Source: an optimization exercise on an open RTL-to-GDS flow (aim: small area and a short achievable clock period). Production flows keep margins and buffers that such runs may drop. No functional check of the RTL was part of any run shown here. Power is estimated from default activity; no workload was simulated.

==> flow/design.v, too long to show whole: its modules and the start of the top module <==
// module rdy_gate: 3 lines
// module perceptron_ctrl: 31 lines
// module perceptron_dp: 1102 lines
// module booth_enc: 4 lines
// module ao22m: 3 lines
// module oa22m: 3 lines
// module invm: 3 lines
// module oai22m: 3 lines
// module nor2m: 3 lines
// module or2m: 3 lines
// module xor2m: 3 lines
// module xnor2m: 3 lines
// module fa: 4 lines
// module ha: 4 lines
// module perceptron_top: 44 lines
module perceptron_top #(
    parameter WIDTH = 16
  ) (
    input clk,
    input reset,
    input      val_i,
    output     rdy_o,
    output     val_o,
    input      rdy_i,
    input  [1:0] W1W0b_en_i,
    input        b_i,
    input        W0_i,
    input        W1_i,
    input signed [WIDTH-1:0] X0_i,
    input signed [WIDTH-1:0] X1_i,
    output     Y_o
);
  // ...
==> flow/flow/run.sh <==
#!/bin/bash
# The standard layout (standard.sh: unchanged synthesis and steps), with
#  - the port buffers made of a plain buffer cell instead of the delay buffer
#    that buffer_ports picks by default, and
#  - setup repair limited to resizing gates and swapping pins (no buffer
#    insertion or gate cloning).
# ORFS keeps each step's full log under orfs/logs/; make's own output goes to
# make.log here.
set -euo pipefail
bash standard.sh BUFFER_PORTS_ARGS="-buffer_cell sky130_fd_sc_hd__buf_1" \
  SETUP_MOVE_SEQUENCE="unbuffer,sizeup,swap" finish > make.log 2>&1
==> flow/standard.sh <==
#!/bin/bash
# synth_recipe.tcl (not shown) runs the flow's synth.tcl, then flattens the netlist and writes it again
# the make line also repeats each setting of config.mk as NAME=value (left out here)
make -C /OpenROAD-flow-scripts/flow DESIGN_CONFIG=/design/flow/config.mk WORK_HOME=/design/flow/orfs CLKGATE_MAP_FILE= SYNTH_SCRIPT=/design/flow/synth_recipe.tcl "${@:-finish}"
==> flow/config.mk <==
export PLATFORM = sky130hd
export DESIGN_NAME = perceptron_top
export DESIGN_NICKNAME = perceptron_top
export VERILOG_FILES = /design/flow/design.v
export SDC_FILE = /design/flow/constraint.sdc
export NUM_CORES = 4
export LEC_CHECK = 0
export CAP_MARGIN = 20
export CORE_MARGIN = 2
export CORE_UTILIZATION = 55
export CTS_BUF_LIST = sky130_fd_sc_hd__clkbuf_8
export SETUP_SLACK_MARGIN = 4.6
export SLEW_MARGIN = 20
export SYNTH_HIERARCHICAL = 1
export SYNTH_MINIMUM_KEEP_SIZE = 0
==> flow/constraint.sdc <==
create_clock -name core_clock -period 9.0 [get_ports {clk}]
set_input_delay 1.8000 -clock core_clock [delete_from_list [all_inputs] [get_ports {clk}]]
set_output_delay 1.8000 -clock core_clock [all_outputs]
set_load 0.01 [all_outputs]
==> notes.md, run 1 <==
The flow ran to the end and the layout has no timing, DRC or antenna violations. The vertical extent of the die is approximately 160 um. Sorting the synthesized cells by area gives the leading types as sky130_fd_sc_hd__fa_1, sky130_fd_sc_hd__xor2_1, sky130_fd_sc_hd__dfxtp_1, sky130_fd_sc_hd__o22ai_1, sky130_fd_sc_hd__edfxtp_1.

The number of search-and-repair iterations in the first detailed-routing pass came out at 5. Entering global routing, the biggest net connects 50 pins. The cell area after placement came out at 0.0149 mm2.

44 I/O pins were placed. The power per cell area is ~430 mW/mm2. For met3 alone, demand over resource in global routing was 0.0503.

The worst setup path startpoint is dp.twon1[7]. Measured on the finished design, the core utilization comes to 0.621. The maximum VDD drop is 642 uV. For hold timing, the worst endpoint is dp.b[15].

The worst register-to-register path ends at dp.cs[23]. The data arrival time of the worst path came out at between 4000 and 5000 ps. The most critical setup path has its endpoint at dp.cs[23]. The design internal power is between 0.003 and 0.004 W.

The depth of the worst register-to-register path is 11. The clock transition time at the flip-flop clock pins of the worst setup and hold paths came out at about 90 ps. The startpoint identified for the worst register-to-register timing path is dp.twon1[7]. The register with the most flip-flops in the layout has 27 of them. After detailed routing, the average wire length per cell comes to roughly 26 um. The routed length on met3 is about 3300 um. The sequential cell area fraction in the yosys report is 0.196. The cell chosen for the clock root is sky130_fd_sc_hd__clkbuf_8. In the synthesized netlist the dominant register cell turns out to be sky130_fd_sc_hd__dfxtp_1. The floorplan step set the die width to between 150 and 200 um.

The number of buffers added to fix hold violations after cts is 0. Setup violations remaining at the end of the flow were counted as 0. The post-synthesis register bit count is 125. The number of global-route vias before repair came out at around 12,000. The number of max-slew violations in the final report came out at 0.
==> run 2, diff against run 1 <==
--- a/flow/design.v
+++ b/flow/design.v
@@ -1084,21 +1084,22 @@
 assign P1158 = q1156 & q1154;
 assign g1159 = c713 & s740;
 assign q1160 = c713 | s740;
 assign g1161 = c741 & s768;
 assign q1162 = c741 | s768;
 assign G1163 = g1161 | (q1162 & g1159);
 assign P1164 = q1162 & q1160;
 reg [26:0] cs;
+wire [26:0] cs_new = {P1133, G1132, P1146, G1145, P1158, G1157, s988, c969, s968, c945, s944, c921, s920, c893, s892, c865, s864, c833, s832, c801, s800, c769, P1164, G1163, P1152, G1151, G1142};
+wire [26:0] cs_d;
+wire eg_hold = ~en_egress;
+ao22m u_hcs [26:0] (.a(cs_new), .b(en_egress), .c(cs), .d(eg_hold), .y(cs_d));
 always @ (posedge clk)
-begin
-  if (en_egress == 1)
-    cs <= {P1133, G1132, P1146, G1145, P1158, G1157, s988, c969, s968, c945, s944, c921, s920, c893, s892, c865, s864, c833, s832, c801, s800, c769, P1164, G1163, P1152, G1151, G1142};
-end
+  cs <= cs_d;
 assign g1165 = cs[5] & cs[6];
 assign q1166 = cs[5] | cs[6];
 assign g1167 = cs[7] & cs[8];
 assign q1168 = cs[7] | cs[8];
 assign g1169 = cs[9] & cs[10];
 assign q1170 = cs[9] | cs[10];
 assign g1171 = cs[11] & cs[12];
 assign q1172 = cs[11] | cs[12];
==> notes.md, run 2 <==
The run finished with no timing, DRC or antenna violations. The sum of buffers and inverters on the critical path is 2. The worst-path maximum fanout came out at 10.

CTS placed an instance of sky130_fd_sc_hd__clkbuf_8 at the clock tree root. The maximum root-to-sink buffer count came out at 2. TritonCTS built the clock tree. The post-synthesis register bit count is 125 (unchanged). In this run the tool buffered the top-level ports with 43 buffer cells. The layout cell share with drive strength beyond 1 came out at 0.136. The worst-margin pin slew came out at 971 ps. The endpoint class of the critical path is an output port.

The clock net in this run drives a total of 125 sinks. The mean routed wirelength per cell is 25.9 um (-0.15%). The aggregate global-route resource usage came out at 0.344. The maximum number of pins on one net before global-route repair is 50 (unchanged). The residual overflow from global routing is 0. The number of antenna violations at the first check in global routing is 0. The biggest cell delay along the critical path came out at about 280 ps.

The power per cell area came out at 492 mW/mm2 (+13%). The clock period minus worst slack is ~4300 ps. After layout, the design draws a total of 0.00781 W. The maximum VDD drop came out at 584 uV (-8.9%).

The final design utilization came out at 0.630 (+0.00909). The library cell used most frequently in the layout, excluding fill and tap cells, is sky130_fd_sc_hd__xor2_1. By area the synthesized netlist is led by sky130_fd_sc_hd__fa_1, sky130_fd_sc_hd__dfxtp_1, sky130_fd_sc_hd__xor2_1, sky130_fd_sc_hd__o22ai_1, sky130_fd_sc_hd__a22o_1. In this design, the critical path's most frequently occurring cell is sky130_fd_sc_hd__buf_1.

Dividing the detail-routed via count by the number of cells gives approximately 6.7. The wire length of the first global-routing pass is 69,500 um. Derived from the worst setup path, the maximum achievable clock frequency is approximately 0.23 GHz. In this run the worst hold path is classified as register to register.

The number of max-slew violations in the final report came out at 0 (unchanged). The total number of yosys warnings is 8. The number of DRC markers in iteration 0 is 1,199.

On the critical path, the stage with the largest delay is an instance of sky130_fd_sc_hd__a2111oi_2. The top-level I/O count is 44 (unchanged). The flip-flop count of the largest register after layout came to 27 (unchanged). The share of synthesized area in the top cell type comes to 0.341. STA classifies the critical path startpoint as an input port. The post-synthesis cell count is around 1,300. In the layout the commonest cells are sky130_fd_sc_hd__xor2_1, sky130_fd_sc_hd__o22ai_1, sky130_fd_sc_hd__fa_1, sky130_fd_sc_hd__a22o_1. The number of nets in the finished design came out at 1,661.

The data arrival time of the worst path came out at 2510 ps (-2040 ps). The number of failing setup endpoints in the final timing report came to 0 (unchanged). The detailed-route via count is about 11,000. The number of search-and-repair iterations in the first detailed-routing pass is 5 (unchanged). The number of buffers added to fix hold violations after cts came to 0 (unchanged). Setup repair after global routing could not meet its margin everywhere.

The setup clock skew after layout came out at ~21 ps. The count of cells in the finished layout, fillers not included, comes to between 1,500 and 2,000. The total number of H-tree levels came out at 4. Of the available clock period, the critical path in the final layout requires 0.479. The vertical extent of the die came out at 164 um (-0.10%).

Yosys mapped a number of flops with a built-in enable equal to 0. For this run, the leading register cell type out of synthesis is sky130_fd_sc_hd__dfxtp_1. The number of global-route vias before repair came out at 11,800 (+2.4%).

The synthesized area per cell came out at roughly 11 um2. The critical path in this run is classified as input port to output port. The clock reaches the later pin of the worst-skew pair after 470 ps. The sequential cell area fraction in the yosys report is 0.177 (-0.0187). The data required time of the critical path came out at 7200 ps. The leakage power figure came out at about 6.8 nW. The fraction of registers with async set or reset after synthesis came out at 0. The width of the die came out at 164 um (-0.10%). The total die area came out at approximately 0.027 mm2. In the synthesized netlist, the cells that appear most often are sky130_fd_sc_hd__xor2_1, sky130_fd_sc_hd__o22ai_1, sky130_fd_sc_hd__fa_1. The placeable core region is about 0.025 mm2. The total negative setup slack came out at 0 ps. Counting flops per register, the top entry is dp.cs. The count of cell types in the netlist came out at between 40 and 50. The number of remaining DRC errors is 0.

In the post-synthesis netlist, the cell with the most instances is sky130_fd_sc_hd__xor2_1. The clock transition time at the flip-flop clock pins of the worst setup and hold paths is 100 ps (about the same). The area growth from synthesis to layout is 12.6%. The total instance count after detailed placement came out at between 1,500 and 2,000. Among cell families on the critical path, the largest total delay comes from buffers and inverters. Traced cell by cell, the critical path runs through buf_1, a2111oi_2, buf_1. The count of antenna-violating nets left after detailed routing came out at 0. Final hold analysis gives a worst-case slack of just under 500 ps. The area of the mapped netlist came out at 0.0141 mm2. The effective utilization at floorplan is 0.560. The final-report hold violation count is 0. The count of antenna diodes in the layout came out at 0. The number of rows created at floorplan came out at between 50 and 60. The detailed placement HPWL came out at 31,100 um. Buffers inserted during clock tree synthesis total 17.

The routability congestion estimate is between 0.9 and 1. Across the run, the number of max-cap violations was 0. sky130_fd_sc_hd__fa_1 takes more of the synthesized area than any other cell.

The worst relative slew slack came out at 0.350. The total wire length came out at 44,100 um.
run 2: worst paths after layout:
| kind | from | to | slack, ps | cells after the start |
|---|---|---|---|---|
| setup reg to reg | dp.neg0[6] | dp.cs[12] | 4720 | 10 |
| hold / removal | dp.cs[1] | dp.cs[1] | 480 | 1 |
| hold reg to reg | dp.cs[1] | dp.cs[1] | 480 | 1 |
| setup / recovery | reset | rdy_o | 4690 | 3 |
run 2: per-stage QoR:
stage	setup slack [ps]	area, um2
after global placement	4090	14900
final	4690	15900
after floorplan	4320	14100
after CTS	4580	15500
after detailed placement	4060	14900
after global routing	4580	15900
run 2: per-module statistics from Yosys (local to each module, per instance), excerpt:
module	cells inside	times used
fa	1	240
or2m	1	9
ha	1	23
perceptron_ctrl	8	1
xor2m	1	256
perceptron_dp	243	1
oai22m	1	256
nor2m	1	16
ao22m	1	91
oa22m	1	32
run 2: kinds of logic after synthesis:
logic type               synth area share
multiplexers                     0.000710
adder cells (fa/ha/maj)             0.363
AO/OA/AOI/OAI                       0.227
AND/OR/NAND/NOR                    0.0358
XOR/XNOR                            0.184
other                            0.000266
flip-flops                          0.177
buffers and inverters              0.0109
run 2: area by class of cell:
class                   instances  area, um2
clock buffers                  17        234
clock inverters                15        193
fillers                      2093       9310
inverters                      41        154
multi-input cells            1106      11700
flip-flops and latches        125       2730
well taps                     330        413
repair buffers                 66        439
run 2: routing by layer:
layer	track usage	routed length, um
met4	0.168	2330
met5	0	0
met1	0.455	17700
met2	0.560	21200
met3	0.0442	2900
run 2: worst register-to-register path, stage by stage, from the launching register on:
cell	delay, ps
sky130_fd_sc_hd__dfxtp_4	440
sky130_fd_sc_hd__buf_12	190
sky130_fd_sc_hd__fa_1	460
sky130_fd_sc_hd__fa_1	410
sky130_fd_sc_hd__fa_1	400
sky130_fd_sc_hd__fa_2	380
sky130_fd_sc_hd__fa_1	390
sky130_fd_sc_hd__fa_1	460
sky130_fd_sc_hd__fa_1	390
sky130_fd_sc_hd__fa_1	430
sky130_fd_sc_hd__a22o_1	230
run 2: power breakdown:
part | internal (W) | switching [W]
combinational | 0.00337 | 0.00286
sequential | 0.000774 | 0.000260
clock | 0.000240 | 0.000311
total | 0.00438 | 0.00343
run 2: what timing repair did:
action,in CTS,in global routing
pin swaps,0,20
buffers inserted,0,0
hold endpoints to repair,0,0
setup endpoints to repair,25,17
gates resized for setup,114,82
==> module perceptron_ctrl, before the edit <==
module perceptron_ctrl (
    input        clk,
    input        reset,
    input  [1:0] W1W0b_en_i,
    output       en_egress,
    output       en_ingress,
    input        val_i,
    output       rdy_o,
    output reg   val_o,
    input        rdy_i
);
reg  val_o_reg;
wire reset_internal = reset | (|W1W0b_en_i);
wire busy = val_o & val_o_reg;
rdy_gate u_rdy_port (.rdy_i(rdy_i), .busy(busy), .reset(reset), .en(W1W0b_en_i), .rdy(rdy_o));
rdy_gate u_rdy_int  (.rdy_i(rdy_i), .busy(busy), .reset(reset), .en(W1W0b_en_i), .rdy(en_ingress));
assign en_egress = rdy_i | ~val_o;
always @ (posedge clk)
begin
  if (reset_internal == 1)
  begin
    val_o_reg <= 0;
    val_o     <= 0;
  end else begin
    if (en_ingress == 1)
      val_o_reg <= val_i;
    if (en_egress == 1)
      val_o <= val_o_reg;
  end
end
endmodule
==> run 3, diff against run 2 <==
--- a/flow/design.v
+++ b/flow/design.v
@@ -3,2 +3,8 @@
 endmodule
+module nor3m (input a, input b, input c, output y);
+  assign y = ~(a | b | c);
+endmodule
+module ao_en (input a, input b, input c, output y);
+  assign y = (a | ~b) & c;
+endmodule
 module perceptron_ctrl (
@@ -15,6 +21,8 @@
 reg  val_o_reg;
-wire reset_internal = reset | (|W1W0b_en_i);
 wire busy = val_o & val_o_reg;
 rdy_gate u_rdy_port (.rdy_i(rdy_i), .busy(busy), .reset(reset), .en(W1W0b_en_i), .rdy(rdy_o));
-rdy_gate u_rdy_int  (.rdy_i(rdy_i), .busy(busy), .reset(reset), .en(W1W0b_en_i), .rdy(en_ingress));
+wire go;    
+nor3m u_go (.a(reset), .b(W1W0b_en_i[1]), .c(W1W0b_en_i[0]), .y(go));
+ao_en u_en_in (.a(rdy_i), .b(busy), .c(go), .y(en_ingress));
+wire reset_internal = ~go;
 assign en_egress = rdy_i | ~val_o;
==> notes.md, run 3 <==
The fraction of met1 tracks used by global routing came out at 0.461 (+0.00595). The register share of total power came to 0.138 (+0.006). On the critical path the largest part of the delay comes from adder cells. The effective utilization at floorplan came out at 0.559 (about the same). The number of vias per cell after detailed routing is 6.69 (-0.38%). The number of remaining DRC errors came out at 0 (unchanged). The detailed placement HPWL came out at 31,600 um (+1.6%). In the synthesized netlist, the cells that appear most often are sky130_fd_sc_hd__xor2_1, sky130_fd_sc_hd__o22ai_1, sky130_fd_sc_hd__fa_1. The share of power burned in combinational logic came out at 0.793 (-0.004). The fraction of registers with async set or reset after synthesis is 0 (unchanged). The worst-path maximum fanout came out at 25 (+15). The number of max-slew violations in the final report is 0 (unchanged). The met3 routing resource usage after global routing came out at 0.0455 (+0.00126). The worst register-to-register path begins at dp.wn0[15]. The tightest min-delay check is of the register to register type. The top-level I/O count came out at 44 (unchanged). The latest clock arrival within the worst-skew pair came out at 470 ps (about the same). The detailed-route via count came to 11,300 (-1.1%). The sequential cell area fraction in the yosys report is 0.178 (about the same). The aggregate global-route resource usage came to 0.345 (+0.000756). The number of instances on the worst hold path came out at 1 (unchanged). The design internal power is 0.00436 W (-0.44%). The number of sinks driven by the clock tree is 125 (unchanged). The mean routed wirelength per cell came to 26.1 um (+0.58%). The total wire length came to 44,000 um (-0.13%). The cell area after placement came out at 0.0148 mm2 (-0.64%). The highest attainable clock frequency is 0.232 GHz (-0.12%). The non-filler instance count after layout is 1,688 (-0.71%). The total die area was 0.0269 mm2 (about the same). The root buffer cell chosen for the clock tree is sky130_fd_sc_hd__clkbuf_8. Setup repair after global routing could not meet its margin everywhere.

The residual overflow from global routing came to 0 (unchanged). By area the synthesized netlist is led by sky130_fd_sc_hd__fa_1, sky130_fd_sc_hd__dfxtp_1, sky130_fd_sc_hd__xor2_1, sky130_fd_sc_hd__o22ai_1, sky130_fd_sc_hd__a22o_1. The setup clock skew after layout came to 18.2 ps (-2.90 ps). The number of antenna violations at the first check in global routing came out at 0 (unchanged). The synthesized area per cell is 11.1 um2 (-0.18%). The layout-stage area growth over the synthesis result came out at 10.6%. The layout cell share with drive strength beyond 1 came out at 0.127 (-0.00837).

The worst setup slack after placement came out at 4020 ps (-40.0 ps). The number of failing setup endpoints in the final timing report came out at 0 (unchanged). The number of nets in the finished design came to 1,649 (-0.72%). The worst-margin pin slew is 929 ps (-41.5 ps). The clock period minus worst slack came out at 4310 ps (+5.02 ps).

The number of search-and-repair iterations in the first detailed-routing pass came to 5 (unchanged). The vertical extent of the die is 164 um (about the same). The flow ran to the end and the layout has no timing, DRC or antenna violations. The post-synthesis cell count is 1,268 (+0.079%). The sum of buffers and inverters on the critical path came out at 0 (-2). The proportion of total power due to net switching is 0.444 (+0.00511).

TritonCTS built the clock tree. The kind of critical path is register to register. Leaving out fill and tap cells, the most frequent cell in the layout is sky130_fd_sc_hd__xor2_1.

The endpoint identified for the worst register-to-register timing path is dp.cs[23]. The total negative setup slack was 0 ps (unchanged). The quantity of I/O buffers inserted on ports is 43 (unchanged).

STA classifies the critical path endpoint as a register. The depth of the worst register-to-register path is 12 (+2). The total number of H-tree levels came out at 4 (unchanged). The top cell types in the final layout, fill and taps aside, are sky130_fd_sc_hd__xor2_1, sky130_fd_sc_hd__o22ai_1, sky130_fd_sc_hd__fa_1, sky130_fd_sc_hd__a22o_1, sky130_fd_sc_hd__dfxtp_4. The count of cell types in the netlist came to 46 (+4.5%). The net switching component of the power is 0.00349 W (+1.6%). The area of the mapped netlist came out at 0.0141 mm2 (about the same). The placeable core region is 0.0252 mm2 (unchanged).

The final critical-path share of the clock period is 0.479 (+0.000558). The proportion of netlist area held by the largest area contributor came out at 0.341 (about the same). The leakage power figure is 6.71 nW (-1.8%). The wire length of the first global-routing pass is 69,000 um (-0.70%). The data arrival time of the worst path came out at 4680 ps (+2170 ps).

The post-synthesis register bit count came to 125 (unchanged). In the synthesized netlist the dominant register cell turns out to be sky130_fd_sc_hd__dfxtp_1. The power share of the clock group came out at 0.069 (-0.002). The setup fix buffers added after clock tree synthesis came to 0 (unchanged). The width of the die came out at 164 um (about the same). The final-report hold violation count came out at 0 (unchanged). The layer carrying the most global-route usage is met2. The startpoint identified for the worst hold timing path is dp.cs[0]. The number of rows created at floorplan is 58 (unchanged). The most common cell in the synthesized netlist is sky130_fd_sc_hd__xor2_1. The flip-flop count of the largest register after layout was 27 (unchanged). The maximum number of pins on one net before global-route repair is 50 (unchanged). The number of enable-type register cells in the synthesized netlist was 0 (unchanged). The total instance count after detailed placement is 1,656 (-0.72%). The number of global-route vias before repair came out at 11,600 (-1.9%). The maximum root-to-sink buffer count is 2 (unchanged).

Among the stages of the critical path, the cell type that occurs most often is sky130_fd_sc_hd__fa_1. The smallest hold slack is 479 ps (-1.82 ps). The clock transition time at the flip-flop clock pins of the worst setup and hold paths is 100 ps (about the same). The number of buffers created by CTS came out at 17 (unchanged). The total number of yosys warnings came out at 8 (unchanged). The number of DRC markers in iteration 0 is 1,227 (+2.3%). The register ranked first by flip-flop count is dp.cs.

The biggest cell delay along the critical path came to 530 ps (+250 ps). STA classifies the critical path startpoint as a register. The power per cell area is 504 mW/mm2 (+2.4%). The worst relative slew slack came out at 0.380 (+0.0305). The data required time of the critical path is 9360 ps (+2160 ps). The slack of the worst reg-to-reg path was 4690 ps (-30 ps).

The maximum VDD drop came out at 676 uV (+16%). The library cell with the largest summed area after synthesis is sky130_fd_sc_hd__fa_1. The count of antenna-violating nets left after detailed routing is 0 (unchanged). Traced cell by cell, the critical path runs through o22ai_1, xor2_1, fa_1, fa_1, fa_1, fa_1, fa_2, fa_2, a31oi_1, nor2_1, maj3_1, a22o_1. The path with the worst hold slack has its endpoint at dp.cs[0]. The count of max-cap constraint violations is 0 (unchanged).

The count of antenna diodes in the layout is 0 (unchanged). The routability congestion estimate is 0.912 (-0.66%). For this design, the slowest cell found on the critical path is sky130_fd_sc_hd__dfxtp_4.

The final worst slack is 4690 ps (-5.02 ps). The met2 track demand over resource was 0.569 (+0.00923). The final design area excluding fillers came out at 0.0156 mm2 (-1.8%).
## run 3: changes by cell type after synthesis, sizes merged
| cell | delta |
|---|---|
| a2111oi | -2 |
| a21boi | +2 |
| nor2b | +1 |
| nor3 | +1 |
| nor4 | -1 |
## run 3: routing by layer
metal | vias up | part of all wire
li1 | 4913 | -
met1 | 5675 | 0.41
met2 | 566 | 0.48
met3 | 131 | 0.069
met4 | 0 | 0.047
met5 | - | 0
## run 3: worst max-delay path by stage
stage | slack [ps] | to | from | cells past startpoint
floorplan | 4630 | dp.cs[23] | dp.onen0[5] | 12
global placement | 4080 | dp.cs[23] | dp.onen0[5] | 12
detailed placement | 4020 | dp.cs[23] | dp.onen0[5] | 12
CTS | 4610 | dp.cs[12] | dp.neg1[6] | 9
global route | 4550 | dp.cs[23] | dp.onen0[4] | 12
finish | 4690 | dp.cs[23] | dp.wn0[15] | 12
## run 3: kinds of logic after synthesis
logic type | Yosys count | synth area share
buffers and inverters | 41 | 0.0109
AND/OR/NAND/NOR | 90 | 0.0365
XOR/XNOR | 297 | 0.185
adder cells (fa/ha/maj) | 266 | 0.364
flip-flops | 125 | 0.178
other | 1 | 0.000266
AO/OA/AOI/OAI | 447 | 0.226
multiplexers | 1 | 0.000711
## run 3: layout make-up
cell class | instances | area [um2]
multi-input cells | 1107 | 11600
fillers | 2155 | 9600
flip-flops and latches | 125 | 2750
well taps | 330 | 413
repair buffers | 53 | 254
clock buffers | 17 | 234
clock inverters | 15 | 166
inverters | 41 | 154
## run 3: timing repair
| action | 4_1_cts | 5_1_grt |
|---|---|---|
| gates cloned | 0 | 0 |
| endpoints found under the hold margin | 0 | 0 |
| pin swaps | 2 | 11 |
| resized for setup | 107 | 51 |
| hold buffers | 0 | 0 |
| endpoints found under the setup margin | 24 | 15 |
## run 3: worst reg2reg max path, cell delays in order, from the launching register on
cell	delay [ps]
sky130_fd_sc_hd__dfxtp_4	530
sky130_fd_sc_hd__o22ai_1	130
sky130_fd_sc_hd__xor2_1	180
sky130_fd_sc_hd__fa_1	470
sky130_fd_sc_hd__fa_1	430
sky130_fd_sc_hd__fa_1	410
sky130_fd_sc_hd__fa_1	500
sky130_fd_sc_hd__fa_2	370
sky130_fd_sc_hd__fa_2	360
sky130_fd_sc_hd__a31oi_1	190
sky130_fd_sc_hd__nor2_1	60
sky130_fd_sc_hd__maj3_1	350
sky130_fd_sc_hd__a22o_1	240
## run 3: power by group through the flow
stage / Combinational [W] / Sequential (W) / Clock, W
after floorplan: 0.00480 / 0.000980 / 0
after global routing: 0.00711 / 0.00110 / 0.000573
final: 0.00623 / 0.00108 / 0.000540
after global placement: 0.00608 / 0.00107 / 0
after CTS: 0.00625 / 0.00107 / 0.000549
after detailed placement: 0.00622 / 0.00107 / 0
## run 3: per-stage QoR
stage                     total power (W)  utilization
after global placement            0.00715        0.587
after detailed placement          0.00730        0.587
final                             0.00785        0.619
after CTS                         0.00787        0.611
after floorplan                   0.00578            -
after global routing              0.00878        0.619
## run 3: modules after synthesis (local to each module, per instance), a selection
module           cell area (um2)  flops+latches  cells inside  times used
perceptron_ctrl             92.6              2             8           1
booth_enc                   31.3              0             4          16
fa                          20.0              0             1         240
rdy_gate                    18.8              0             2           1
ao_en                       11.3              0             2           1
ao22m                       8.76              0             1          91
xor2m                       8.76              0             1         256
xnor2m                      8.76              0             1          25
oa22m                       8.76              0             1          32
or2m                        6.26              0             1           9
oai22m                      6.26              0             1         256
nor2m                       3.75              0             1          16

afterwards: timing with drivers on the ports:
Ports are ideal in the flow. The routed layouts listed here were re-timed in OpenROAD. Step 1, drivers: a clkbuf_16 drives clk and a buf_2 each remaining input, both assumed. Step 2 adds t to the input delays and takes it off the output delays; t is the mean of the earliest and latest rising clock arrival at the registers after step 1. Input paths then give back, and output paths get back, about the clock's delay inside the block. a / b / c = ideal ports / drivers / drivers and shift; a / b = the first two.
| run | shift t [ns] | slack for setup (ns) | worst data-port slew with drivers (ns) |
|---|---|---|---|
| run 1 | 0.506 | 4.673 / 4.672 / 4.672 | 0.04 |
| run 2 | 0.500 | 4.692 / 4.671 / 4.671 | 0.04 |
| run 3 | 0.504 | 4.687 / 4.667 / 4.667 | 0.04 |
After both steps every run listed still meets setup and hold. The setup slack of run 2, which loses most, moves by -0.021 ns with the drivers and by -0.021 ns with both steps.
